Source: an optimization exercise on an open RTL-to-GDS flow (aim: small area and a short achievable clock period). Production flows keep margins and buffers that such runs may drop. Only the layout flow was run in this run; the RTL was not checked for function there. Power and IR drop assume default switching activity.

## flow/config.mk

```make
export PLATFORM = sky130hd
export DESIGN_NAME = fp_multiplier
export DESIGN_NICKNAME = fp_multiplier
export VERILOG_FILES = /design/flow/design.v
export SDC_FILE = /design/flow/constraint.sdc
export NUM_CORES = 4
export LEC_CHECK = 0
export CAP_MARGIN = 20
export CORE_MARGIN = 2
export CORE_UTILIZATION = 40
export SETUP_SLACK_MARGIN = 4.8
export SLEW_MARGIN = 20
export SYNTH_HIERARCHICAL = 1
```

## flow/constraint.sdc

```tcl
create_clock -name core_clock -period 8.0 [get_ports {clk}]
set_input_delay 1.6000 -clock core_clock [delete_from_list [all_inputs] [get_ports {clk}]]
set_output_delay 1.6000 -clock core_clock [all_outputs]
set_load 0.01 [all_outputs]
```

## flow/design.v

```verilog
module fp_multiplier (
    input         sign,
    input         clk,
    input         rst,
    input  [16:0] a,
    input  [16:0] b,
    output [17:0] out,
    output        overflow,
    output        underflow
);
  wire [17:0] xa = {sign & a[16], a};
  wire [17:0] yb = {sign & b[16], b};
  wire [19:0] x3 = {{2{xa[17]}}, xa} + {xa[17], xa, 1'b0};
  wire [5:0] neg_d, m1_d, m2_d, m3_d, m4_d;
  wire [18:0] ybz = {yb, 1'b0};
  genvar gi;
  generate for (gi = 0; gi < 6; gi = gi + 1) begin : benc
    wire y2 = ybz[3*gi+3], y1 = ybz[3*gi+2], y0 = ybz[3*gi+1], ym = ybz[3*gi];
    assign neg_d[gi] = y2 & ~(y1 & y0 & ym);
    assign m1_d[gi] = ~(y2 ^ y1) & (y0 ^ ym);
    assign m2_d[gi] = ~(y0 ^ ym) & (y1 ^ y0);
    assign m3_d[gi] = (y2 ^ y1) & (y0 ^ ym);
    assign m4_d[gi] = (y2 ^ y1) & ~(y1 ^ y0) & ~(y0 ^ ym);
  end endgenerate
  wire [7:0] r5sel = ({8{m1_d[5]}} & xa[7:0]) | ({8{m2_d[5]}} & {xa[6:0], 1'b0}) | ({8{m3_d[5]}} & x3[7:0]) | ({8{m4_d[5]}} & {xa[5:0], 2'b00});
  wire [8:0] r5sum = {1'b0, r5sel ^ {8{neg_d[5]}}} + neg_d[5];
  reg [17:0] xr;
  reg [19:0] tr;
  reg [5:0] negr, m1r, m2r, m3r, m4r;
  reg [8:0] r5r;
  reg s1;
  always @(posedge clk) begin
    xr <= xa; tr <= x3; negr <= neg_d; m1r <= m1_d; m2r <= m2_d; m3r <= m3_d; m4r <= m4_d;
    r5r <= r5sum; s1 <= sign;
  end
  wire pp172, pp173, pp174, pp175, pp176, pp177, pp178, pp179, pp180, pp181, pp182, pp183;
  wire pp184, pp185, pp186, pp187, pp188, pp189, pp190, pp191, pp192, pp193, pp194, pp195;
  wire pp196, pp197, pp198, pp199, pp200, pp201, pp202, pp203, pp204, pp205, pp206, pp207;
  wire pp208, pp209, pp210, pp211, pp212, pp213, pp214, pp215, pp216, pp217, pp218, pp219;
  wire pp220, pp221, pp222, pp223, pp224, pp225, pp226, pp227, pp228, pp229, pp230, pp231;
  wire pp232, pp233, pp234, pp235, pp236, pp237, pp238, pp239, pp240, pp241, pp242, pp243;
  wire pp244, pp245, pp246, pp247, pp248, pp249, pp250, pp251, pp252, pp253, pp254, pp255;
  wire pp256, pp257, pp258, pp259, pp260, pp261, pp262, pp263, pp264, pp265, pp266, pp267;
  wire pp268, pp269, pp270, pp271, pp272, pp273, pp274, pp275, pp276, pp277, pp278, pp279;
  wire pp280, pp281, pp282, pp283, s284, c285, s286, c287, s288, c289, s290, c291;
  wire s292, c293, s294, c295, s296, c297, s298, c299, s300, c301, s302, c303;
  wire s304, c305, s306, c307, s308, c309, s310, c311, s312, c313, s314, c315;
  wire s316, c317, s318, c319, s320, c321, s322, c323, s324, c325, s326, c327;
  wire s328, c329, s330, c331, s332, c333, s334, c335, s336, c337, s338, c339;
  wire s340, c341, s342, c343, s344, s345, s346, c347, s348, c349, s350, c351;
  wire s352, c353, s354, c355, s356, c357, s358, c359, s360, c361, s362, c363;
  wire s364, c365, s366, c367, s368, c369, s370, c371, s372, c373, s374, c375;
  wire s376, c377, s378, c379, s380, c381, s382, c383, s384, c385, s386, c387;
  wire s388, c389, s390, c391, s392, s393, s394, c395, s396, c397, s398, c399;
  wire s400, c401, s402, c403, s404, c405, s406, c407, s408, c409, s410, c411;
  wire s412, c413, s414, c415, s416, c417, s418, c419, s420, c421, s422, c423;
  wire s424, c425, s426, c427, s428, c429, s430, c431, s432, c433, s434, c435;
  wire s436, c437, s438, c439, s440, c441, s442, c443, s444, c445, s446, c447;
  wire s448, c449, s450, c451, s452, s453, lg454, lp455, lg456, lp457, lg458, lp459;
  wire lg460, lp461, lg462, lp463, lg464, lp465, lg466, lp467, lg468, lp469, lg470, lp471;
  wire lg472, lp473, lG474, lP475, lG476, lP477, lG478, lP479, lG480, lP481, lG482, lP483;
  wire lG484, lP485, lG486, lP487, lG488, lP489, lG490, lP491, lG492, lP493, lG494, lP495;
  wire lG496, lP497, lG498, lP499, lG500, lP501, lG502, lP503, hg504, hp505, hg506, hp507;
  wire hg508, hp509, hg510, hp511, hg512, hp513, hg514, hp515, hg516, hp517, hg518, hp519;
  wire hg520, hp521, hg522, hp523, hg524, hp525, hg526, hp527, hg528, hp529, hg530, hp531;
  wire hg532, hp533, hg534, hp535, hg536, hp537, hg538, hp539, hg540, hp541, hg542, hp543;
  wire hg544, hp545, hg546, hp547, hg548, hp549, hg550, hp551, hg552, hp553, hG554, hP555;
  wire hG556, hP557, hG558, hP559, hG560, hP561, hG562, hP563, hG564, hP565, hG566, hP567;
  wire hG568, hP569, hG570, hP571, hG572, hP573, hG574, hP575, hG576, hP577, hG578, hP579;
  wire hG580, hP581, hG582, hP583, hG584, hP585, hG586, hP587, hG588, hP589, hG590, hP591;
  wire hG592, hP593, hG594, hP595, hG596, hP597, hG598, hP599, hG600, hP601, hG602, hP603;
  wire hG604, hP605, hG606, hP607, hG608, hP609, hG610, hP611, hG612, hP613, hG614, hP615;
  wire hG616, hP617, hG618, hP619, hG620, hP621, hG622, hP623, hG624, hP625, hG626, hP627;
  wire hG628, hP629, hG630, hP631, hG632, hP633, hG634, hP635, hG636, hP637, hG638, hP639;
  wire hG640, hP641, hG642, hP643, hG644, hP645, hG646, hP647, hG648, hP649, hG650, hP651;
  wire hG652, hP653, hG654, hP655, hG656, hP657, hG658, hP659, hG660, hP661;
  assign pp172 = ((m1r[0] & xr[0]) | (m3r[0] & tr[0])) ^ negr[0];
  assign pp173 = ((m1r[0] & xr[1]) | (m2r[0] & xr[0]) | (m3r[0] & tr[1])) ^ negr[0];
  assign pp174 = ((m1r[0] & xr[2]) | (m2r[0] & xr[1]) | (m3r[0] & tr[2]) | (m4r[0] & xr[0])) ^ negr[0];
  assign pp175 = ((m1r[0] & xr[3]) | (m2r[0] & xr[2]) | (m3r[0] & tr[3]) | (m4r[0] & xr[1])) ^ negr[0];
  assign pp176 = ((m1r[0] & xr[4]) | (m2r[0] & xr[3]) | (m3r[0] & tr[4]) | (m4r[0] & xr[2])) ^ negr[0];
  assign pp177 = ((m1r[0] & xr[5]) | (m2r[0] & xr[4]) | (m3r[0] & tr[5]) | (m4r[0] & xr[3])) ^ negr[0];
  assign pp178 = ((m1r[0] & xr[6]) | (m2r[0] & xr[5]) | (m3r[0] & tr[6]) | (m4r[0] & xr[4])) ^ negr[0];
  assign pp179 = ((m1r[0] & xr[7]) | (m2r[0] & xr[6]) | (m3r[0] & tr[7]) | (m4r[0] & xr[5])) ^ negr[0];
  assign pp180 = ((m1r[0] & xr[8]) | (m2r[0] & xr[7]) | (m3r[0] & tr[8]) | (m4r[0] & xr[6])) ^ negr[0];
  assign pp181 = ((m1r[0] & xr[9]) | (m2r[0] & xr[8]) | (m3r[0] & tr[9]) | (m4r[0] & xr[7])) ^ negr[0];
  assign pp182 = ((m1r[0] & xr[10]) | (m2r[0] & xr[9]) | (m3r[0] & tr[10]) | (m4r[0] & xr[8])) ^ negr[0];
  assign pp183 = ((m1r[0] & xr[11]) | (m2r[0] & xr[10]) | (m3r[0] & tr[11]) | (m4r[0] & xr[9])) ^ negr[0];
  assign pp184 = ((m1r[0] & xr[12]) | (m2r[0] & xr[11]) | (m3r[0] & tr[12]) | (m4r[0] & xr[10])) ^ negr[0];
  assign pp185 = ((m1r[0] & xr[13]) | (m2r[0] & xr[12]) | (m3r[0] & tr[13]) | (m4r[0] & xr[11])) ^ negr[0];
  assign pp186 = ((m1r[0] & xr[14]) | (m2r[0] & xr[13]) | (m3r[0] & tr[14]) | (m4r[0] & xr[12])) ^ negr[0];
  assign pp187 = ((m1r[0] & xr[15]) | (m2r[0] & xr[14]) | (m3r[0] & tr[15]) | (m4r[0] & xr[13])) ^ negr[0];
  assign pp188 = ((m1r[0] & xr[16]) | (m2r[0] & xr[15]) | (m3r[0] & tr[16]) | (m4r[0] & xr[14])) ^ negr[0];
  assign pp189 = ((m1r[0] & xr[17]) | (m2r[0] & xr[16]) | (m3r[0] & tr[17]) | (m4r[0] & xr[15])) ^ negr[0];
  assign pp190 = ((m1r[0] & xr[17]) | (m2r[0] & xr[17]) | (m3r[0] & tr[18]) | (m4r[0] & xr[16])) ^ negr[0];
  assign pp191 = ((m1r[0] & xr[17]) | (m2r[0] & xr[17]) | (m3r[0] & tr[19]) | (m4r[0] & xr[17])) ^ negr[0];
  assign pp192 = ~pp191;
  assign pp193 = ((m1r[1] & xr[0]) | (m3r[1] & tr[0])) ^ negr[1];
  assign pp194 = ((m1r[1] & xr[1]) | (m2r[1] & xr[0]) | (m3r[1] & tr[1])) ^ negr[1];
  assign pp195 = ((m1r[1] & xr[2]) | (m2r[1] & xr[1]) | (m3r[1] & tr[2]) | (m4r[1] & xr[0])) ^ negr[1];
  assign pp196 = ((m1r[1] & xr[3]) | (m2r[1] & xr[2]) | (m3r[1] & tr[3]) | (m4r[1] & xr[1])) ^ negr[1];
  assign pp197 = ((m1r[1] & xr[4]) | (m2r[1] & xr[3]) | (m3r[1] & tr[4]) | (m4r[1] & xr[2])) ^ negr[1];
  assign pp198 = ((m1r[1] & xr[5]) | (m2r[1] & xr[4]) | (m3r[1] & tr[5]) | (m4r[1] & xr[3])) ^ negr[1];
  assign pp199 = ((m1r[1] & xr[6]) | (m2r[1] & xr[5]) | (m3r[1] & tr[6]) | (m4r[1] & xr[4])) ^ negr[1];
  assign pp200 = ((m1r[1] & xr[7]) | (m2r[1] & xr[6]) | (m3r[1] & tr[7]) | (m4r[1] & xr[5])) ^ negr[1];
  assign pp201 = ((m1r[1] & xr[8]) | (m2r[1] & xr[7]) | (m3r[1] & tr[8]) | (m4r[1] & xr[6])) ^ negr[1];
  assign pp202 = ((m1r[1] & xr[9]) | (m2r[1] & xr[8]) | (m3r[1] & tr[9]) | (m4r[1] & xr[7])) ^ negr[1];
  assign pp203 = ((m1r[1] & xr[10]) | (m2r[1] & xr[9]) | (m3r[1] & tr[10]) | (m4r[1] & xr[8])) ^ negr[1];
  assign pp204 = ((m1r[1] & xr[11]) | (m2r[1] & xr[10]) | (m3r[1] & tr[11]) | (m4r[1] & xr[9])) ^ negr[1];
  assign pp205 = ((m1r[1] & xr[12]) | (m2r[1] & xr[11]) | (m3r[1] & tr[12]) | (m4r[1] & xr[10])) ^ negr[1];
  assign pp206 = ((m1r[1] & xr[13]) | (m2r[1] & xr[12]) | (m3r[1] & tr[13]) | (m4r[1] & xr[11])) ^ negr[1];
  assign pp207 = ((m1r[1] & xr[14]) | (m2r[1] & xr[13]) | (m3r[1] & tr[14]) | (m4r[1] & xr[12])) ^ negr[1];
  assign pp208 = ((m1r[1] & xr[15]) | (m2r[1] & xr[14]) | (m3r[1] & tr[15]) | (m4r[1] & xr[13])) ^ negr[1];
  assign pp209 = ((m1r[1] & xr[16]) | (m2r[1] & xr[15]) | (m3r[1] & tr[16]) | (m4r[1] & xr[14])) ^ negr[1];
  assign pp210 = ((m1r[1] & xr[17]) | (m2r[1] & xr[16]) | (m3r[1] & tr[17]) | (m4r[1] & xr[15])) ^ negr[1];
  assign pp211 = ((m1r[1] & xr[17]) | (m2r[1] & xr[17]) | (m3r[1] & tr[18]) | (m4r[1] & xr[16])) ^ negr[1];
  assign pp212 = ~(((m1r[1] & xr[17]) | (m2r[1] & xr[17]) | (m3r[1] & tr[19]) | (m4r[1] & xr[17])) ^ negr[1]);
  assign pp213 = ((m1r[2] & xr[0]) | (m3r[2] & tr[0])) ^ negr[2];
  assign pp214 = ((m1r[2] & xr[1]) | (m2r[2] & xr[0]) | (m3r[2] & tr[1])) ^ negr[2];
  assign pp215 = ((m1r[2] & xr[2]) | (m2r[2] & xr[1]) | (m3r[2] & tr[2]) | (m4r[2] & xr[0])) ^ negr[2];
  assign pp216 = ((m1r[2] & xr[3]) | (m2r[2] & xr[2]) | (m3r[2] & tr[3]) | (m4r[2] & xr[1])) ^ negr[2];
  assign pp217 = ((m1r[2] & xr[4]) | (m2r[2] & xr[3]) | (m3r[2] & tr[4]) | (m4r[2] & xr[2])) ^ negr[2];
  assign pp218 = ((m1r[2] & xr[5]) | (m2r[2] & xr[4]) | (m3r[2] & tr[5]) | (m4r[2] & xr[3])) ^ negr[2];
  assign pp219 = ((m1r[2] & xr[6]) | (m2r[2] & xr[5]) | (m3r[2] & tr[6]) | (m4r[2] & xr[4])) ^ negr[2];
  assign pp220 = ((m1r[2] & xr[7]) | (m2r[2] & xr[6]) | (m3r[2] & tr[7]) | (m4r[2] & xr[5])) ^ negr[2];
  assign pp221 = ((m1r[2] & xr[8]) | (m2r[2] & xr[7]) | (m3r[2] & tr[8]) | (m4r[2] & xr[6])) ^ negr[2];
  assign pp222 = ((m1r[2] & xr[9]) | (m2r[2] & xr[8]) | (m3r[2] & tr[9]) | (m4r[2] & xr[7])) ^ negr[2];
  assign pp223 = ((m1r[2] & xr[10]) | (m2r[2] & xr[9]) | (m3r[2] & tr[10]) | (m4r[2] & xr[8])) ^ negr[2];
  assign pp224 = ((m1r[2] & xr[11]) | (m2r[2] & xr[10]) | (m3r[2] & tr[11]) | (m4r[2] & xr[9])) ^ negr[2];
  assign pp225 = ((m1r[2] & xr[12]) | (m2r[2] & xr[11]) | (m3r[2] & tr[12]) | (m4r[2] & xr[10])) ^ negr[2];
  assign pp226 = ((m1r[2] & xr[13]) | (m2r[2] & xr[12]) | (m3r[2] & tr[13]) | (m4r[2] & xr[11])) ^ negr[2];
  assign pp227 = ((m1r[2] & xr[14]) | (m2r[2] & xr[13]) | (m3r[2] & tr[14]) | (m4r[2] & xr[12])) ^ negr[2];
  assign pp228 = ((m1r[2] & xr[15]) | (m2r[2] & xr[14]) | (m3r[2] & tr[15]) | (m4r[2] & xr[13])) ^ negr[2];
  assign pp229 = ((m1r[2] & xr[16]) | (m2r[2] & xr[15]) | (m3r[2] & tr[16]) | (m4r[2] & xr[14])) ^ negr[2];
  assign pp230 = ((m1r[2] & xr[17]) | (m2r[2] & xr[16]) | (m3r[2] & tr[17]) | (m4r[2] & xr[15])) ^ negr[2];
  assign pp231 = ((m1r[2] & xr[17]) | (m2r[2] & xr[17]) | (m3r[2] & tr[18]) | (m4r[2] & xr[16])) ^ negr[2];
  assign pp232 = ~(((m1r[2] & xr[17]) | (m2r[2] & xr[17]) | (m3r[2] & tr[19]) | (m4r[2] & xr[17])) ^ negr[2]);
  assign pp233 = ((m1r[3] & xr[0]) | (m3r[3] & tr[0])) ^ negr[3];
  assign pp234 = ((m1r[3] & xr[1]) | (m2r[3] & xr[0]) | (m3r[3] & tr[1])) ^ negr[3];
  assign pp235 = ((m1r[3] & xr[2]) | (m2r[3] & xr[1]) | (m3r[3] & tr[2]) | (m4r[3] & xr[0])) ^ negr[3];
  assign pp236 = ((m1r[3] & xr[3]) | (m2r[3] & xr[2]) | (m3r[3] & tr[3]) | (m4r[3] & xr[1])) ^ negr[3];
  assign pp237 = ((m1r[3] & xr[4]) | (m2r[3] & xr[3]) | (m3r[3] & tr[4]) | (m4r[3] & xr[2])) ^ negr[3];
  assign pp238 = ((m1r[3] & xr[5]) | (m2r[3] & xr[4]) | (m3r[3] & tr[5]) | (m4r[3] & xr[3])) ^ negr[3];
  assign pp239 = ((m1r[3] & xr[6]) | (m2r[3] & xr[5]) | (m3r[3] & tr[6]) | (m4r[3] & xr[4])) ^ negr[3];
  assign pp240 = ((m1r[3] & xr[7]) | (m2r[3] & xr[6]) | (m3r[3] & tr[7]) | (m4r[3] & xr[5])) ^ negr[3];
  assign pp241 = ((m1r[3] & xr[8]) | (m2r[3] & xr[7]) | (m3r[3] & tr[8]) | (m4r[3] & xr[6])) ^ negr[3];
  assign pp242 = ((m1r[3] & xr[9]) | (m2r[3] & xr[8]) | (m3r[3] & tr[9]) | (m4r[3] & xr[7])) ^ negr[3];
  assign pp243 = ((m1r[3] & xr[10]) | (m2r[3] & xr[9]) | (m3r[3] & tr[10]) | (m4r[3] & xr[8])) ^ negr[3];
  assign pp244 = ((m1r[3] & xr[11]) | (m2r[3] & xr[10]) | (m3r[3] & tr[11]) | (m4r[3] & xr[9])) ^ negr[3];
  assign pp245 = ((m1r[3] & xr[12]) | (m2r[3] & xr[11]) | (m3r[3] & tr[12]) | (m4r[3] & xr[10])) ^ negr[3];
  assign pp246 = ((m1r[3] & xr[13]) | (m2r[3] & xr[12]) | (m3r[3] & tr[13]) | (m4r[3] & xr[11])) ^ negr[3];
  assign pp247 = ((m1r[3] & xr[14]) | (m2r[3] & xr[13]) | (m3r[3] & tr[14]) | (m4r[3] & xr[12])) ^ negr[3];
  assign pp248 = ((m1r[3] & xr[15]) | (m2r[3] & xr[14]) | (m3r[3] & tr[15]) | (m4r[3] & xr[13])) ^ negr[3];
  assign pp249 = ((m1r[3] & xr[16]) | (m2r[3] & xr[15]) | (m3r[3] & tr[16]) | (m4r[3] & xr[14])) ^ negr[3];
  assign pp250 = ((m1r[3] & xr[17]) | (m2r[3] & xr[16]) | (m3r[3] & tr[17]) | (m4r[3] & xr[15])) ^ negr[3];
  assign pp251 = ((m1r[3] & xr[17]) | (m2r[3] & xr[17]) | (m3r[3] & tr[18]) | (m4r[3] & xr[16])) ^ negr[3];
  assign pp252 = ~(((m1r[3] & xr[17]) | (m2r[3] & xr[17]) | (m3r[3] & tr[19]) | (m4r[3] & xr[17])) ^ negr[3]);
  assign pp253 = ((m1r[4] & xr[0]) | (m3r[4] & tr[0])) ^ negr[4];
  assign pp254 = ((m1r[4] & xr[1]) | (m2r[4] & xr[0]) | (m3r[4] & tr[1])) ^ negr[4];
  assign pp255 = ((m1r[4] & xr[2]) | (m2r[4] & xr[1]) | (m3r[4] & tr[2]) | (m4r[4] & xr[0])) ^ negr[4];
  assign pp256 = ((m1r[4] & xr[3]) | (m2r[4] & xr[2]) | (m3r[4] & tr[3]) | (m4r[4] & xr[1])) ^ negr[4];
  assign pp257 = ((m1r[4] & xr[4]) | (m2r[4] & xr[3]) | (m3r[4] & tr[4]) | (m4r[4] & xr[2])) ^ negr[4];
  assign pp258 = ((m1r[4] & xr[5]) | (m2r[4] & xr[4]) | (m3r[4] & tr[5]) | (m4r[4] & xr[3])) ^ negr[4];
  assign pp259 = ((m1r[4] & xr[6]) | (m2r[4] & xr[5]) | (m3r[4] & tr[6]) | (m4r[4] & xr[4])) ^ negr[4];
  assign pp260 = ((m1r[4] & xr[7]) | (m2r[4] & xr[6]) | (m3r[4] & tr[7]) | (m4r[4] & xr[5])) ^ negr[4];
  assign pp261 = ((m1r[4] & xr[8]) | (m2r[4] & xr[7]) | (m3r[4] & tr[8]) | (m4r[4] & xr[6])) ^ negr[4];
  assign pp262 = ((m1r[4] & xr[9]) | (m2r[4] & xr[8]) | (m3r[4] & tr[9]) | (m4r[4] & xr[7])) ^ negr[4];
  assign pp263 = ((m1r[4] & xr[10]) | (m2r[4] & xr[9]) | (m3r[4] & tr[10]) | (m4r[4] & xr[8])) ^ negr[4];
  assign pp264 = ((m1r[4] & xr[11]) | (m2r[4] & xr[10]) | (m3r[4] & tr[11]) | (m4r[4] & xr[9])) ^ negr[4];
  assign pp265 = ((m1r[4] & xr[12]) | (m2r[4] & xr[11]) | (m3r[4] & tr[12]) | (m4r[4] & xr[10])) ^ negr[4];
  assign pp266 = ((m1r[4] & xr[13]) | (m2r[4] & xr[12]) | (m3r[4] & tr[13]) | (m4r[4] & xr[11])) ^ negr[4];
  assign pp267 = ((m1r[4] & xr[14]) | (m2r[4] & xr[13]) | (m3r[4] & tr[14]) | (m4r[4] & xr[12])) ^ negr[4];
  assign pp268 = ((m1r[4] & xr[15]) | (m2r[4] & xr[14]) | (m3r[4] & tr[15]) | (m4r[4] & xr[13])) ^ negr[4];
  assign pp269 = ((m1r[4] & xr[16]) | (m2r[4] & xr[15]) | (m3r[4] & tr[16]) | (m4r[4] & xr[14])) ^ negr[4];
  assign pp270 = ((m1r[4] & xr[17]) | (m2r[4] & xr[16]) | (m3r[4] & tr[17]) | (m4r[4] & xr[15])) ^ negr[4];
  assign pp271 = ((m1r[4] & xr[17]) | (m2r[4] & xr[17]) | (m3r[4] & tr[18]) | (m4r[4] & xr[16])) ^ negr[4];
  assign pp272 = ~(((m1r[4] & xr[17]) | (m2r[4] & xr[17]) | (m3r[4] & tr[19]) | (m4r[4] & xr[17])) ^ negr[4]);
  assign pp273 = ((m1r[5] & xr[8]) | (m2r[5] & xr[7]) | (m3r[5] & tr[8]) | (m4r[5] & xr[6])) ^ negr[5];
  assign pp274 = ((m1r[5] & xr[9]) | (m2r[5] & xr[8]) | (m3r[5] & tr[9]) | (m4r[5] & xr[7])) ^ negr[5];
  assign pp275 = ((m1r[5] & xr[10]) | (m2r[5] & xr[9]) | (m3r[5] & tr[10]) | (m4r[5] & xr[8])) ^ negr[5];
  assign pp276 = ((m1r[5] & xr[11]) | (m2r[5] & xr[10]) | (m3r[5] & tr[11]) | (m4r[5] & xr[9])) ^ negr[5];
  assign pp277 = ((m1r[5] & xr[12]) | (m2r[5] & xr[11]) | (m3r[5] & tr[12]) | (m4r[5] & xr[10])) ^ negr[5];
  assign pp278 = ((m1r[5] & xr[13]) | (m2r[5] & xr[12]) | (m3r[5] & tr[13]) | (m4r[5] & xr[11])) ^ negr[5];
  assign pp279 = ((m1r[5] & xr[14]) | (m2r[5] & xr[13]) | (m3r[5] & tr[14]) | (m4r[5] & xr[12])) ^ negr[5];
  assign pp280 = ((m1r[5] & xr[15]) | (m2r[5] & xr[14]) | (m3r[5] & tr[15]) | (m4r[5] & xr[13])) ^ negr[5];
  assign pp281 = ((m1r[5] & xr[16]) | (m2r[5] & xr[15]) | (m3r[5] & tr[16]) | (m4r[5] & xr[14])) ^ negr[5];
  assign pp282 = ((m1r[5] & xr[17]) | (m2r[5] & xr[16]) | (m3r[5] & tr[17]) | (m4r[5] & xr[15])) ^ negr[5];
  assign pp283 = ((m1r[5] & xr[17]) | (m2r[5] & xr[17]) | (m3r[5] & tr[18]) | (m4r[5] & xr[16])) ^ negr[5];
  fp_ha u_s284 (.a(negr[3]), .b(pp181), .s(s284), .co(c285));
  fp_ha u_s286 (.a(pp182), .b(pp200), .s(s286), .co(c287));
  fp_ha u_s288 (.a(pp183), .b(pp201), .s(s288), .co(c289));
  fp_fa u_s290 (.a(negr[4]), .b(pp184), .c(pp202), .s(s290), .co(c291));
  fp_ha u_s292 (.a(pp219), .b(pp236), .s(s292), .co(c293));
  fp_fa u_s294 (.a(pp185), .b(pp203), .c(pp220), .s(s294), .co(c295));
  fp_ha u_s296 (.a(pp237), .b(pp254), .s(s296), .co(c297));
  fp_fa u_s298 (.a(pp186), .b(pp204), .c(pp221), .s(s298), .co(c299));
  fp_ha u_s300 (.a(pp238), .b(pp255), .s(s300), .co(c301));
  fp_fa u_s302 (.a(r5r[0]), .b(pp187), .c(pp205), .s(s302), .co(c303));
  fp_fa u_s304 (.a(pp222), .b(pp239), .c(pp256), .s(s304), .co(c305));
  fp_fa u_s306 (.a(r5r[1]), .b(pp188), .c(pp206), .s(s306), .co(c307));
  fp_fa u_s308 (.a(pp223), .b(pp240), .c(pp257), .s(s308), .co(c309));
  fp_fa u_s310 (.a(r5r[2]), .b(pp189), .c(pp207), .s(s310), .co(c311));
  fp_fa u_s312 (.a(pp224), .b(pp241), .c(pp258), .s(s312), .co(c313));
  fp_fa u_s314 (.a(r5r[3]), .b(pp190), .c(pp208), .s(s314), .co(c315));
  fp_fa u_s316 (.a(pp225), .b(pp242), .c(pp259), .s(s316), .co(c317));
  fp_fa u_s318 (.a(r5r[4]), .b(pp191), .c(pp209), .s(s318), .co(c319));
  fp_fa u_s320 (.a(pp226), .b(pp243), .c(pp260), .s(s320), .co(c321));
  fp_fa u_s322 (.a(r5r[5]), .b(pp191), .c(pp210), .s(s322), .co(c323));
  fp_fa u_s324 (.a(pp227), .b(pp244), .c(pp261), .s(s324), .co(c325));
  fp_fa u_s326 (.a(r5r[6]), .b(pp191), .c(pp211), .s(s326), .co(c327));
  fp_fa u_s328 (.a(pp228), .b(pp245), .c(pp262), .s(s328), .co(c329));
  fp_fa u_s330 (.a(r5r[7]), .b(pp212), .c(pp229), .s(s330), .co(c331));
  fp_fa u_s332 (.a(pp246), .b(pp263), .c(pp192), .s(s332), .co(c333));
  assign s334 = ~(r5r[8] ^ pp230);
  assign c335 = r5r[8] | pp230;
  fp_fa u_s336 (.a(pp247), .b(pp264), .c(pp273), .s(s336), .co(c337));
  assign s338 = ~(pp231 ^ pp248);
  assign c339 = pp231 | pp248;
  fp_ha u_s340 (.a(pp265), .b(pp274), .s(s340), .co(c341));
  fp_fa u_s342 (.a(pp232), .b(pp249), .c(pp266), .s(s342), .co(c343));
  assign s344 = ~pp250;
  assign s345 = ~pp251;
  fp_ha u_s346 (.a(negr[2]), .b(pp178), .s(s346), .co(c347));
  fp_ha u_s348 (.a(pp179), .b(pp197), .s(s348), .co(c349));
  fp_ha u_s350 (.a(pp180), .b(pp198), .s(s350), .co(c351));
  fp_fa u_s352 (.a(pp199), .b(pp216), .c(pp233), .s(s352), .co(c353));
  fp_fa u_s354 (.a(pp217), .b(pp234), .c(c285), .s(s354), .co(c355));
  fp_fa u_s356 (.a(pp218), .b(pp235), .c(c287), .s(s356), .co(c357));
  fp_fa u_s358 (.a(pp253), .b(c289), .c(s292), .s(s358), .co(c359));
  fp_fa u_s360 (.a(c293), .b(s296), .c(c291), .s(s360), .co(c361));
  fp_fa u_s362 (.a(c297), .b(s300), .c(c295), .s(s362), .co(c363));
  fp_fa u_s364 (.a(c301), .b(c299), .c(s302), .s(s364), .co(c365));
  fp_fa u_s366 (.a(c303), .b(c305), .c(s306), .s(s366), .co(c367));
  fp_fa u_s368 (.a(c307), .b(c309), .c(s310), .s(s368), .co(c369));
  fp_fa u_s370 (.a(c311), .b(c313), .c(s314), .s(s370), .co(c371));
  fp_fa u_s372 (.a(c315), .b(c317), .c(s318), .s(s372), .co(c373));
  fp_fa u_s374 (.a(c319), .b(c321), .c(s322), .s(s374), .co(c375));
  fp_fa u_s376 (.a(c323), .b(c325), .c(s326), .s(s376), .co(c377));
  fp_fa u_s378 (.a(c327), .b(c329), .c(s330), .s(s378), .co(c379));
  fp_fa u_s380 (.a(s334), .b(c331), .c(c333), .s(s380), .co(c381));
  fp_fa u_s382 (.a(c335), .b(s338), .c(s340), .s(s382), .co(c383));
  fp_fa u_s384 (.a(pp275), .b(c339), .c(c341), .s(s384), .co(c385));
  fp_fa u_s386 (.a(pp267), .b(pp276), .c(s344), .s(s386), .co(c387));
  fp_fa u_s388 (.a(pp250), .b(pp268), .c(pp277), .s(s388), .co(c389));
  fp_fa u_s390 (.a(pp251), .b(pp252), .c(pp269), .s(s390), .co(c391));
  assign s392 = ~pp270;
  assign s393 = ~pp271;
  fp_ha u_s394 (.a(negr[1]), .b(pp175), .s(s394), .co(c395));
  fp_ha u_s396 (.a(pp176), .b(pp194), .s(s396), .co(c397));
  fp_ha u_s398 (.a(pp177), .b(pp195), .s(s398), .co(c399));
  fp_fa u_s400 (.a(pp196), .b(pp213), .c(s346), .s(s400), .co(c401));
  fp_fa u_s402 (.a(pp214), .b(c347), .c(s348), .s(s402), .co(c403));
  fp_fa u_s404 (.a(pp215), .b(c349), .c(s350), .s(s404), .co(c405));
  fp_fa u_s406 (.a(c351), .b(s284), .c(s352), .s(s406), .co(c407));
  fp_fa u_s408 (.a(s286), .b(c353), .c(s354), .s(s408), .co(c409));
  fp_fa u_s410 (.a(s288), .b(c355), .c(s356), .s(s410), .co(c411));
  fp_fa u_s412 (.a(s290), .b(c357), .c(s358), .s(s412), .co(c413));
  fp_fa u_s414 (.a(s294), .b(c359), .c(s360), .s(s414), .co(c415));
  fp_fa u_s416 (.a(s298), .b(c361), .c(s362), .s(s416), .co(c417));
  fp_fa u_s418 (.a(s304), .b(c363), .c(s364), .s(s418), .co(c419));
  fp_fa u_s420 (.a(s308), .b(c365), .c(s366), .s(s420), .co(c421));
  fp_fa u_s422 (.a(s312), .b(c367), .c(s368), .s(s422), .co(c423));
  fp_fa u_s424 (.a(s316), .b(c369), .c(s370), .s(s424), .co(c425));
  fp_fa u_s426 (.a(s320), .b(c371), .c(s372), .s(s426), .co(c427));
  fp_fa u_s428 (.a(s324), .b(c373), .c(s374), .s(s428), .co(c429));
  fp_fa u_s430 (.a(s328), .b(c375), .c(s376), .s(s430), .co(c431));
  fp_fa u_s432 (.a(s332), .b(c377), .c(s378), .s(s432), .co(c433));
  fp_fa u_s434 (.a(s336), .b(c379), .c(s380), .s(s434), .co(c435));
  fp_fa u_s436 (.a(c337), .b(s382), .c(c381), .s(s436), .co(c437));
  fp_fa u_s438 (.a(s342), .b(c383), .c(s384), .s(s438), .co(c439));
  fp_fa u_s440 (.a(c343), .b(s386), .c(c385), .s(s440), .co(c441));
  fp_fa u_s442 (.a(s345), .b(c387), .c(s388), .s(s442), .co(c443));
  fp_fa u_s444 (.a(pp278), .b(c389), .c(s390), .s(s444), .co(c445));
  fp_fa u_s446 (.a(pp279), .b(s392), .c(c391), .s(s446), .co(c447));
  fp_fa u_s448 (.a(pp270), .b(pp280), .c(s393), .s(s448), .co(c449));
  fp_fa u_s450 (.a(pp271), .b(pp272), .c(pp281), .s(s450), .co(c451));
  assign s452 = ~pp282;
  assign s453 = ~pp283;
  assign lg454 = (negr[0] & pp172);
  assign lp455 = (negr[0] ^ pp172);
  assign lg456 = (pp173 & 1'b0);
  assign lp457 = (pp173 ^ 1'b0);
  assign lg458 = (pp174 & 1'b0);
  assign lp459 = (pp174 ^ 1'b0);
  assign lg460 = (s394 & pp193);
  assign lp461 = (s394 ^ pp193);
  assign lg462 = (c395 & s396);
  assign lp463 = (c395 ^ s396);
  assign lg464 = (c397 & s398);
  assign lp465 = (c397 ^ s398);
  assign lg466 = (c399 & s400);
  assign lp467 = (c399 ^ s400);
  assign lg468 = (c401 & s402);
  assign lp469 = (c401 ^ s402);
  assign lg470 = (c403 & s404);
  assign lp471 = (c403 ^ s404);
  assign lg472 = (c405 & s406);
  assign lp473 = (c405 ^ s406);
  assign lG474 = lg456 | (lp457 & lg454);
  assign lP475 = lp457 & lp455;
  assign lG476 = lg460 | (lp461 & lg458);
  assign lP477 = lp461 & lp459;
  assign lG478 = lg464 | (lp465 & lg462);
  assign lP479 = lp465 & lp463;
  assign lG480 = lg468 | (lp469 & lg466);
  assign lP481 = lp469 & lp467;
  assign lG482 = lg472 | (lp473 & lg470);
  assign lP483 = lp473 & lp471;
  assign lG484 = lg458 | (lp459 & lG474);
  assign lP485 = lp459 & lP475;
  assign lG486 = lG476 | (lP477 & lG474);
  assign lP487 = lP477 & lP475;
  assign lG488 = lg466 | (lp467 & lG478);
  assign lP489 = lp467 & lP479;
  assign lG490 = lG480 | (lP481 & lG478);
  assign lP491 = lP481 & lP479;
  assign lG492 = lg462 | (lp463 & lG486);
  assign lP493 = lp463 & lP487;
  assign lG494 = lG478 | (lP479 & lG486);
  assign lP495 = lP479 & lP487;
  assign lG496 = lG488 | (lP489 & lG486);
  assign lP497 = lP489 & lP487;
  assign lG498 = lG490 | (lP491 & lG486);
  assign lP499 = lP491 & lP487;
  assign lG500 = lg470 | (lp471 & lG498);
  assign lP501 = lp471 & lP499;
  assign lG502 = lG482 | (lP483 & lG498);
  assign lP503 = lP483 & lP499;
  wire ck_w = lG502;
  wire [9:0] lzt = {((c405 ^ s406) ~^ (c403 | s404)), ((c403 ^ s404) ~^ (c401 | s402)), ((c401 ^ s402) ~^ (c399 | s400)), ((c399 ^ s400) ~^ (c397 | s398)), ((c397 ^ s398) ~^ (c395 | s396)), ((c395 ^ s396) ~^ (s394 | pp193)), ((s394 ^ pp193) ~^ (pp174 | 1'b0)), ((pp174 ^ 1'b0) ~^ (pp173 | 1'b0)), ((pp173 ^ 1'b0) ~^ (negr[0] | pp172)), ~(negr[0] ^ pp172)};
  wire [9:0] lot = {(c405 ^ s406), (c403 ^ s404), (c401 ^ s402), (c399 ^ s400), (c397 ^ s398), (c395 ^ s396), (s394 ^ pp193), (pp174 ^ 1'b0), (pp173 ^ 1'b0), (negr[0] ^ pp172)};
  wire [23:0] ha_w = {pp282, c451, c449, c447, c445, c443, c441, c439, c437, c435, c433, c431, c429, c427, c425, c423, c421, c419, c417, c415, c413, c411, c409, c407};
  wire [23:0] hb_w = {s453, s452, s450, s448, s446, s444, s442, s440, s438, s436, s434, s432, s430, s428, s426, s424, s422, s420, s418, s416, s414, s412, s410, s408};
  reg [23:0] ra;
  reg [23:0] rb;
  reg lor, land, ck, s2, rst_d;
  always @(posedge clk) begin
    ra <= ha_w; rb <= hb_w; s2 <= s1; rst_d <= rst;
    lor <= ~&lzt; land <= &lot; ck <= ck_w;
  end
  assign hg504 = (ck & ck);
  assign hp505 = (ck ^ ck);
  assign hg506 = (ra[0] & rb[0]);
  assign hp507 = (ra[0] ^ rb[0]);
  assign hg508 = (ra[1] & rb[1]);
  assign hp509 = (ra[1] ^ rb[1]);
  assign hg510 = (ra[2] & rb[2]);
  assign hp511 = (ra[2] ^ rb[2]);
  assign hg512 = (ra[3] & rb[3]);
  assign hp513 = (ra[3] ^ rb[3]);
  assign hg514 = (ra[4] & rb[4]);
  assign hp515 = (ra[4] ^ rb[4]);
  assign hg516 = (ra[5] & rb[5]);
  assign hp517 = (ra[5] ^ rb[5]);
  assign hg518 = (ra[6] & rb[6]);
  assign hp519 = (ra[6] ^ rb[6]);
  assign hg520 = (ra[7] & rb[7]);
  assign hp521 = (ra[7] ^ rb[7]);
  assign hg522 = (ra[8] & rb[8]);
  assign hp523 = (ra[8] ^ rb[8]);
  assign hg524 = (ra[9] & rb[9]);
  assign hp525 = (ra[9] ^ rb[9]);
  assign hg526 = (ra[10] & rb[10]);
  assign hp527 = (ra[10] ^ rb[10]);
  assign hg528 = (ra[11] & rb[11]);
  assign hp529 = (ra[11] ^ rb[11]);
  assign hg530 = (ra[12] & rb[12]);
  assign hp531 = (ra[12] ^ rb[12]);
  assign hg532 = (ra[13] & rb[13]);
  assign hp533 = (ra[13] ^ rb[13]);
  assign hg534 = (ra[14] & rb[14]);
  assign hp535 = (ra[14] ^ rb[14]);
  assign hg536 = (ra[15] & rb[15]);
  assign hp537 = (ra[15] ^ rb[15]);
  assign hg538 = (ra[16] & rb[16]);
  assign hp539 = (ra[16] ^ rb[16]);
  assign hg540 = (ra[17] & rb[17]);
  assign hp541 = (ra[17] ^ rb[17]);
  assign hg542 = (ra[18] & rb[18]);
  assign hp543 = (ra[18] ^ rb[18]);
  assign hg544 = (ra[19] & rb[19]);
  assign hp545 = (ra[19] ^ rb[19]);
  assign hg546 = (ra[20] & rb[20]);
  assign hp547 = (ra[20] ^ rb[20]);
  assign hg548 = (ra[21] & rb[21]);
  assign hp549 = (ra[21] ^ rb[21]);
  assign hg550 = (ra[22] & rb[22]);
  assign hp551 = (ra[22] ^ rb[22]);
  assign hg552 = (ra[23] & rb[23]);
  assign hp553 = (ra[23] ^ rb[23]);
  assign hG554 = hg506 | (hp507 & hg504);
  assign hP555 = hp507 & hp505;
  assign hG556 = hg510 | (hp511 & hg508);
  assign hP557 = hp511 & hp509;
  assign hG558 = hg514 | (hp515 & hg512);
  assign hP559 = hp515 & hp513;
  assign hG560 = hg518 | (hp519 & hg516);
  assign hP561 = hp519 & hp517;
  assign hG562 = hg522 | (hp523 & hg520);
  assign hP563 = hp523 & hp521;
  assign hG564 = hg526 | (hp527 & hg524);
  assign hP565 = hp527 & hp525;
  assign hG566 = hg530 | (hp531 & hg528);
  assign hP567 = hp531 & hp529;
  assign hG568 = hg534 | (hp535 & hg532);
  assign hP569 = hp535 & hp533;
  assign hG570 = hg538 | (hp539 & hg536);
  assign hP571 = hp539 & hp537;
  assign hG572 = hg542 | (hp543 & hg540);
  assign hP573 = hp543 & hp541;
  assign hG574 = hg546 | (hp547 & hg544);
  assign hP575 = hp547 & hp545;
  assign hG576 = hg550 | (hp551 & hg548);
  assign hP577 = hp551 & hp549;
  assign hG578 = hg508 | (hp509 & hG554);
  assign hP579 = hp509 & hP555;
  assign hG580 = hG556 | (hP557 & hG554);
  assign hP581 = hP557 & hP555;
  assign hG582 = hg516 | (hp517 & hG558);
  assign hP583 = hp517 & hP559;
  assign hG584 = hG560 | (hP561 & hG558);
  assign hP585 = hP561 & hP559;
  assign hG586 = hg524 | (hp525 & hG562);
  assign hP587 = hp525 & hP563;
  assign hG588 = hG564 | (hP565 & hG562);
  assign hP589 = hP565 & hP563;
  assign hG590 = hg532 | (hp533 & hG566);
  assign hP591 = hp533 & hP567;
  assign hG592 = hG568 | (hP569 & hG566);
  assign hP593 = hP569 & hP567;
  assign hG594 = hg540 | (hp541 & hG570);
  assign hP595 = hp541 & hP571;
  assign hG596 = hG572 | (hP573 & hG570);
  assign hP597 = hP573 & hP571;
  assign hG598 = hg548 | (hp549 & hG574);
  assign hP599 = hp549 & hP575;
  assign hG600 = hG576 | (hP577 & hG574);
  assign hP601 = hP577 & hP575;
  assign hG602 = hg512 | (hp513 & hG580);
  assign hP603 = hp513 & hP581;
  assign hG604 = hG558 | (hP559 & hG580);
  assign hP605 = hP559 & hP581;
  assign hG606 = hG582 | (hP583 & hG580);
  assign hP607 = hP583 & hP581;
  assign hG608 = hG584 | (hP585 & hG580);
  assign hP609 = hP585 & hP581;
  assign hG610 = hg528 | (hp529 & hG588);
  assign hP611 = hp529 & hP589;
  assign hG612 = hG566 | (hP567 & hG588);
  assign hP613 = hP567 & hP589;
  assign hG614 = hG590 | (hP591 & hG588);
  assign hP615 = hP591 & hP589;
  assign hG616 = hG592 | (hP593 & hG588);
  assign hP617 = hP593 & hP589;
  assign hG618 = hg544 | (hp545 & hG596);
  assign hP619 = hp545 & hP597;
  assign hG620 = hG574 | (hP575 & hG596);
  assign hP621 = hP575 & hP597;
  assign hG622 = hG598 | (hP599 & hG596);
  assign hP623 = hP599 & hP597;
  assign hG624 = hG600 | (hP601 & hG596);
  assign hP625 = hP601 & hP597;
  assign hG626 = hg520 | (hp521 & hG608);
  assign hP627 = hp521 & hP609;
  assign hG628 = hG562 | (hP563 & hG608);
  assign hP629 = hP563 & hP609;
  assign hG630 = hG586 | (hP587 & hG608);
  assign hP631 = hP587 & hP609;
  assign hG632 = hG588 | (hP589 & hG608);
  assign hP633 = hP589 & hP609;
  assign hG634 = hG610 | (hP611 & hG608);
  assign hP635 = hP611 & hP609;
  assign hG636 = hG612 | (hP613 & hG608);
  assign hP637 = hP613 & hP609;
  assign hG638 = hG614 | (hP615 & hG608);
  assign hP639 = hP615 & hP609;
  assign hG640 = hG616 | (hP617 & hG608);
  assign hP641 = hP617 & hP609;
  assign hG642 = hg552 | (hp553 & hG624);
  assign hP643 = hp553 & hP625;
  assign hG644 = hg536 | (hp537 & hG640);
  assign hP645 = hp537 & hP641;
  assign hG646 = hG570 | (hP571 & hG640);
  assign hP647 = hP571 & hP641;
  assign hG648 = hG594 | (hP595 & hG640);
  assign hP649 = hP595 & hP641;
  assign hG650 = hG596 | (hP597 & hG640);
  assign hP651 = hP597 & hP641;
  assign hG652 = hG618 | (hP619 & hG640);
  assign hP653 = hP619 & hP641;
  assign hG654 = hG620 | (hP621 & hG640);
  assign hP655 = hP621 & hP641;
  assign hG656 = hG622 | (hP623 & hG640);
  assign hP657 = hP623 & hP641;
  assign hG658 = hG624 | (hP625 & hG640);
  assign hP659 = hP625 & hP641;
  assign hG660 = hG642 | (hP643 & hG640);
  assign hP661 = hP643 & hP641;
  wire [33:10] ph = {(hp553 ^ hG658), (hp551 ^ hG656), (hp549 ^ hG654), (hp547 ^ hG652), (hp545 ^ hG650), (hp543 ^ hG648), (hp541 ^ hG646), (hp539 ^ hG644), (hp537 ^ hG640), (hp535 ^ hG638), (hp533 ^ hG636), (hp531 ^ hG634), (hp529 ^ hG632), (hp527 ^ hG630), (hp525 ^ hG628), (hp523 ^ hG626), (hp521 ^ hG608), (hp519 ^ hG606), (hp517 ^ hG604), (hp515 ^ hG602), (hp513 ^ hG580), (hp511 ^ hG578), (hp509 ^ hG554), (hp507 ^ hg504)};
  wire neg = s2 & ph[33];
  wire ovf_w = neg ? ~&ph[33:25] : |ph[33:24];
  wire unf_w = neg ? ~(&ph[15:10] & land) : (|ph[15:10] | lor);
  wire clr = rst | rst_d;
  reg [17:0] out_r;
  reg overflow_r, underflow_r;
  always @(posedge clk) begin
    out_r       <= clr ? 18'd0 : ph[31:14];
    overflow_r  <= clr ? 1'b0 : ovf_w;
    underflow_r <= clr ? 1'b0 : unf_w;
  end
  assign overflow = overflow_r;
  assign underflow = underflow_r;
  assign out = out_r;
endmodule
module fp_fa (input a, input b, input c, output s, output co);
  assign s = a ^ b ^ c;
  assign co = (a & b) | (c & (a ^ b));
endmodule
module fp_ha (input a, input b, output s, output co);
  assign s = a ^ b;
  assign co = a & b;
endmodule
```

## flow/flow/run.sh

```bash
#!/bin/bash
# Standard layout, with a plain buffer (buf_2) on every input and output port,
# a clock tree of clkbuf_8 cells and no dummy clock loads.
set -euo pipefail
bash standard.sh "BUFFER_PORTS_ARGS=-buffer_cell sky130_fd_sc_hd__buf_2" \
  "CTS_ARGS=-sink_clustering_enable -repair_clock_nets -dont_use_dummy_load -buf_list sky130_fd_sc_hd__clkbuf_8" \
  finish > make_finish.log 2>&1
```

## flow/standard.sh

```bash
#!/bin/bash
# synth_recipe.tcl (not shown) runs the flow's synth.tcl, then flattens the netlist and writes it again
# the make line also repeats each setting of config.mk as NAME=value (left out here)
make -C /OpenROAD-flow-scripts/flow DESIGN_CONFIG=/design/flow/config.mk WORK_HOME=/design/flow/orfs CLKGATE_MAP_FILE= SYNTH_SCRIPT=/design/flow/synth_recipe.tcl "${@:-finish}"
```

==> flow_summary_export.csv <==
group,metric,value,unit
run_status,outcome,"no timing/DRC/antenna violations",
clock_tree,cts_tree,"built",
power_and_ir_drop,power.leakage,4.73,nW
floorplan,start_util,0.410,
worst_setup_path,worstSetupPathType,"in2reg",
clock_tree,clk_pin_slew,0.08,ns
worst_setup_path,start_kind,"input pin",
worst_setup_path,cp-end-kind,"flop",
yosys,syn_area,10700,um^2
sta,drv_slew,0,
power_and_ir_drop,power.density,318,nW/um^2
worst_setup_path,reg2reg_to,"lor",
sta,final_hold_viol_count,0,
sta,tightest_slew,0.854,ns
worst_setup_path,arrival,3.89,ns
sta,relSlewSlack,0.430,
yosys,seq_area_frac_synth,0.278,
floorplan,rows,59,
sta,period_needed,3.55,ns
worst_setup_path,worstRegToRegCells,10,
routing,drt-initial-drc-count,743,
worst_setup_path,crit_top_cell,"a21oi_2",
routing,viasPerCell,5.72,
routing,vias,8108,
placed_design,post-dp-hpwl,20.2,mm
layout,seqCellArea,3020,um^2
worst_setup_path,cp.buffers_inverters,2,
power_and_ir_drop,pwr-share-seq,0.313,
worst_setup_path,rrSetupSlack,4.92,ns
yosys,synth_edf_count,0,
layout,multi_input_area,7510,um^2
worst_setup_path,cp-endpoint,"tr[17]",
global_route,globalRouteOverflowTotal,0,
power_and_ir_drop,p_total,3.76,mW
yosys,synth_ff_type,"dfxtp_1",
routing,drtPass1Iterations,7,
power_and_ir_drop,comb_power_share,0.575,
placed_design,dpl-instance-area,11200,um^2
layout,final_area,11800,um^2
min_path,hp-start,"s1",
global_route,first_global_vias,8003,
routing,drc,0,
sta,holdWs,0.402,ns
global_route,antenna_found_initial,0,
yosys,synth-async-reset-ratio,0,
worst_setup_path,cp_num_cells,12,
power_and_ir_drop,swShare,0.420,
placed_design,io_buffers,56,
clock_tree,clk_path_buf_depth,2,
routing,wirelength,26.5,mm
sta,finalWorstSetupSlack,4.45,ns
layout,final_nets,1273,
layout,antenna_cells,0,
clock_tree,numCtsBuffers,17,
clock_tree,holdBufCountCts,0,
worst_setup_path,worstPathMaxFanout,6,
global_route,track_usage,0.193,
clock_tree,root_buffer,"clkbuf_8",
layout,area_delta_synth_final,10.2,%
sta,rsz0062_at_grt,"yes",
sta,fmaxAchievable,0.282,GHz
clock_tree,clock_sinks,149,
placed_design,place_ws,3.70,ns
routing,drtAntennaViolNets,0,
yosys,yosys.cell_types.count,61,
floorplan,die_area,28200,um^2
flow_run,drv_cap,0,
placed_design,gp_congestion,0.870,
worst_setup_path,crit_slowest_cell,"or3_1",
worst_setup_path,critPathLaunch,"a[1]",
floorplan,io_pins,57,
sta,setup_tns,0,ns
power_and_ir_drop,internal-power,2.18,mW
global_route,grt_pass1_wl,43.8,mm
power_and_ir_drop,peakVddDrop,0.111,mV
worst_setup_path,critical-path-top-delay-family,"compound AO/OA/AOI/OAI gates",
sta,final.period_utilization,0.443,
floorplan,die_w,168,um
worst_setup_path,path_cells,"buf_12, buf_6, fa_2, a21o_1, a21oi_2, o21bai_1, a211o_1, a31oi_4, a211oi_2, or3_1, a21oi_2, xnor2_1",
global_route,grt_max_degree,22,
yosys,syn_inst,1072,
yosys,synth-warning-count,7,
sta,final-setup-viol-count,0,
yosys,syn_area_per_cell,10.0,um^2
floorplan,core_area,26200,um^2
layout,layout_commonest_cell,"xnor2_1",
worst_setup_path,max_stage_delay,0.39,ns
layout,fillers,2474,
power_and_ir_drop,power.switching,1.58,mW
layout,layout_common_cells,"xnor2_1 (130), dfxtp_1 (128), a22o_1 (88)",
routing,wl_per_cell,18.7,um
min_path,hold_path_class,"reg2reg",
clock_tree,clkLatencyLatePin,0.45,ns
yosys,syn_nets,1260,
worst_setup_path,r2r_start,"m3r[0]",
floorplan,die_h,168,um
power_and_ir_drop,clockPowerShare,0.113,
clock_tree,htree_num_levels,4,
worst_setup_path,required,8.35,ns
layout,drive_gt1_frac,0.153,
sta,fin_worst_skew,0.0404,ns
yosys,synth-seq-cells,149,
modules after synthesis (local to each module, per instance):
module         flops+latches  area, um^2
fp_fa                      0        20.0
fp_ha                      0        12.5
fp_multiplier            149        9230
worst reg2reg max path: cells and delay by family (launching register included):
kind | cells | cell delay (ns)
buffers and inverters | 1 | 0.05
adder cells (fa/ha/maj) | 3 | 1.08
flip-flops | 1 | 0.45
AO/OA/AOI/OAI | 2 | 0.65
XOR/XNOR | 2 | 0.32
AND/OR/NAND/NOR | 2 | 0.38
flip-flops by register name, summed over array words and instances, names as in the netlist, 6 cells and up:
register and cells:
r5r 9, xr 17, rb 24, out_r 18, m4r 6, m3r 6
m1r 6, tr 19, ra 24, negr 6, m2r 6
timing repair:
action | 4_1_cts | 5_1_grt
cloned | 0 | 0
gates resized for setup | 35 | 30
endpoints found under the hold margin | 0 | 0
pin swaps | 21 | 22
setup endpoints to repair | 15 | 26
buffers inserted | 11 | 11
routing by layer:
| layer | share of wire | vias up | GRT usage |
|---|---|---|---|
| met3 | 0.069 | 40 | 0.0313 |
| li1 | - | 3910 | - |
| met1 | 0.48 | 3859 | 0.278 |
| met4 | 0.014 | 0 | 0.0423 |
| met2 | 0.44 | 299 | 0.303 |
| met5 | 0 | - | 0 |
stage by stage:
step                       util  instances
after detailed placement  0.427       1379
after CTS                 0.444       1407
final                     0.451       1418
after floorplan               -       1072
after global routing      0.451       1418
after global placement    0.427       1379
how the worst min path moves through the flow:
stage | endpoint | cells after the start | slack (ns)
after detailed placement | s2 | 0 | 0.39
after floorplan | s2 | 0 | 0.31
after CTS | s2 | 0 | 0.40
after global routing | s2 | 0 | 0.40
final | s2 | 0 | 0.40
after global placement | s2 | 0 | 0.40
logic make-up after synthesis:
kind of cell | share of synthesized area
xor+xnor | 0.140
compound gates | 0.229
flops | 0.278
simple gates | 0.0762
mux | 0.00560
fa+ha+maj | 0.227
buf+inv | 0.0438
layout make-up:
type                       count  area share
sequential                   149       0.255
clock buffer                  17      0.0198
timing repair buffer          84      0.0439
multi-input combinational    798       0.635
inverter                      35      0.0111
tap                          335      0.0354
cells in the mapped netlist, types with 3 or more instances:
cell type  instances  share of area
clkbuf_1          78          0.027
ha_1              78          0.091
mux2i_1            6         0.0056
nand3_1           11         0.0051
nand2b_1           4         0.0023
a21o_1            13         0.0091
a22oi_1           13         0.0091
a21oi_1           25          0.012
or2_2              3         0.0017
a211oi_1           5         0.0035
a22o_1            88          0.072
a221oi_1          88          0.072
a21boi_0           8         0.0056
xnor2_1          135           0.11
nor2_1            37          0.013
o21bai_1           4         0.0028
o21ai_1            8         0.0037
inv_1             35          0.012
nor3b_1            6         0.0042
and3_1             7         0.0041
buf_1             11         0.0038
fa_1              73           0.14
nor3_1            12         0.0056
a31oi_1            4         0.0023
dfxtp_1          149           0.28
xor2_1            37          0.030
o21ai_0           22          0.010
nand2_1           40          0.014
o41ai_1            6         0.0049
and2_1            14         0.0082
nor2b_1            9         0.0052
a222oi_1           5         0.0047
power groups by stage:
stage / clock [mW] / combinational [mW] / sequential, mW
3_3_place_gp: 0 / 2.05 / 1.18
3_5_place_dp: 0 / 2.09 / 1.18
6_report: 0.424 / 2.16 / 1.17
4_1_cts: 0.443 / 2.14 / 1.17
5_1_grt: 0.475 / 2.49 / 1.20
2_1_floorplan: 0 / 1.67 / 1.08

[separate check: timing with driven ports]
How much do the figures lean on ideal ports? The routed layout below was timed once more, with nothing changed but the port constraints.
Step 1: set_driving_cell puts a clkbuf_16 on clk and a buf_2 on each other input, an assumption about the parent block.
Step 2 moves the port delays by t, midway between the first and last clock arrival at a register: inputs arrive t later, outputs are due t later. That takes back most of the time a late clock gives input paths.
Three values: ideal ports, drivers, drivers and shift; two values: the first two.
t (ns): 0.472
setup slack, ns: 4.455 / 4.443 / 3.972
latest minus earliest clock arrival (ns): 0.041 / 0.041
worst data-port slew with drivers (ns): 0.07
After both steps setup and hold are still met in this run. The setup slack of this run moves by -0.012 ns with the drivers and by -0.483 ns with both steps.
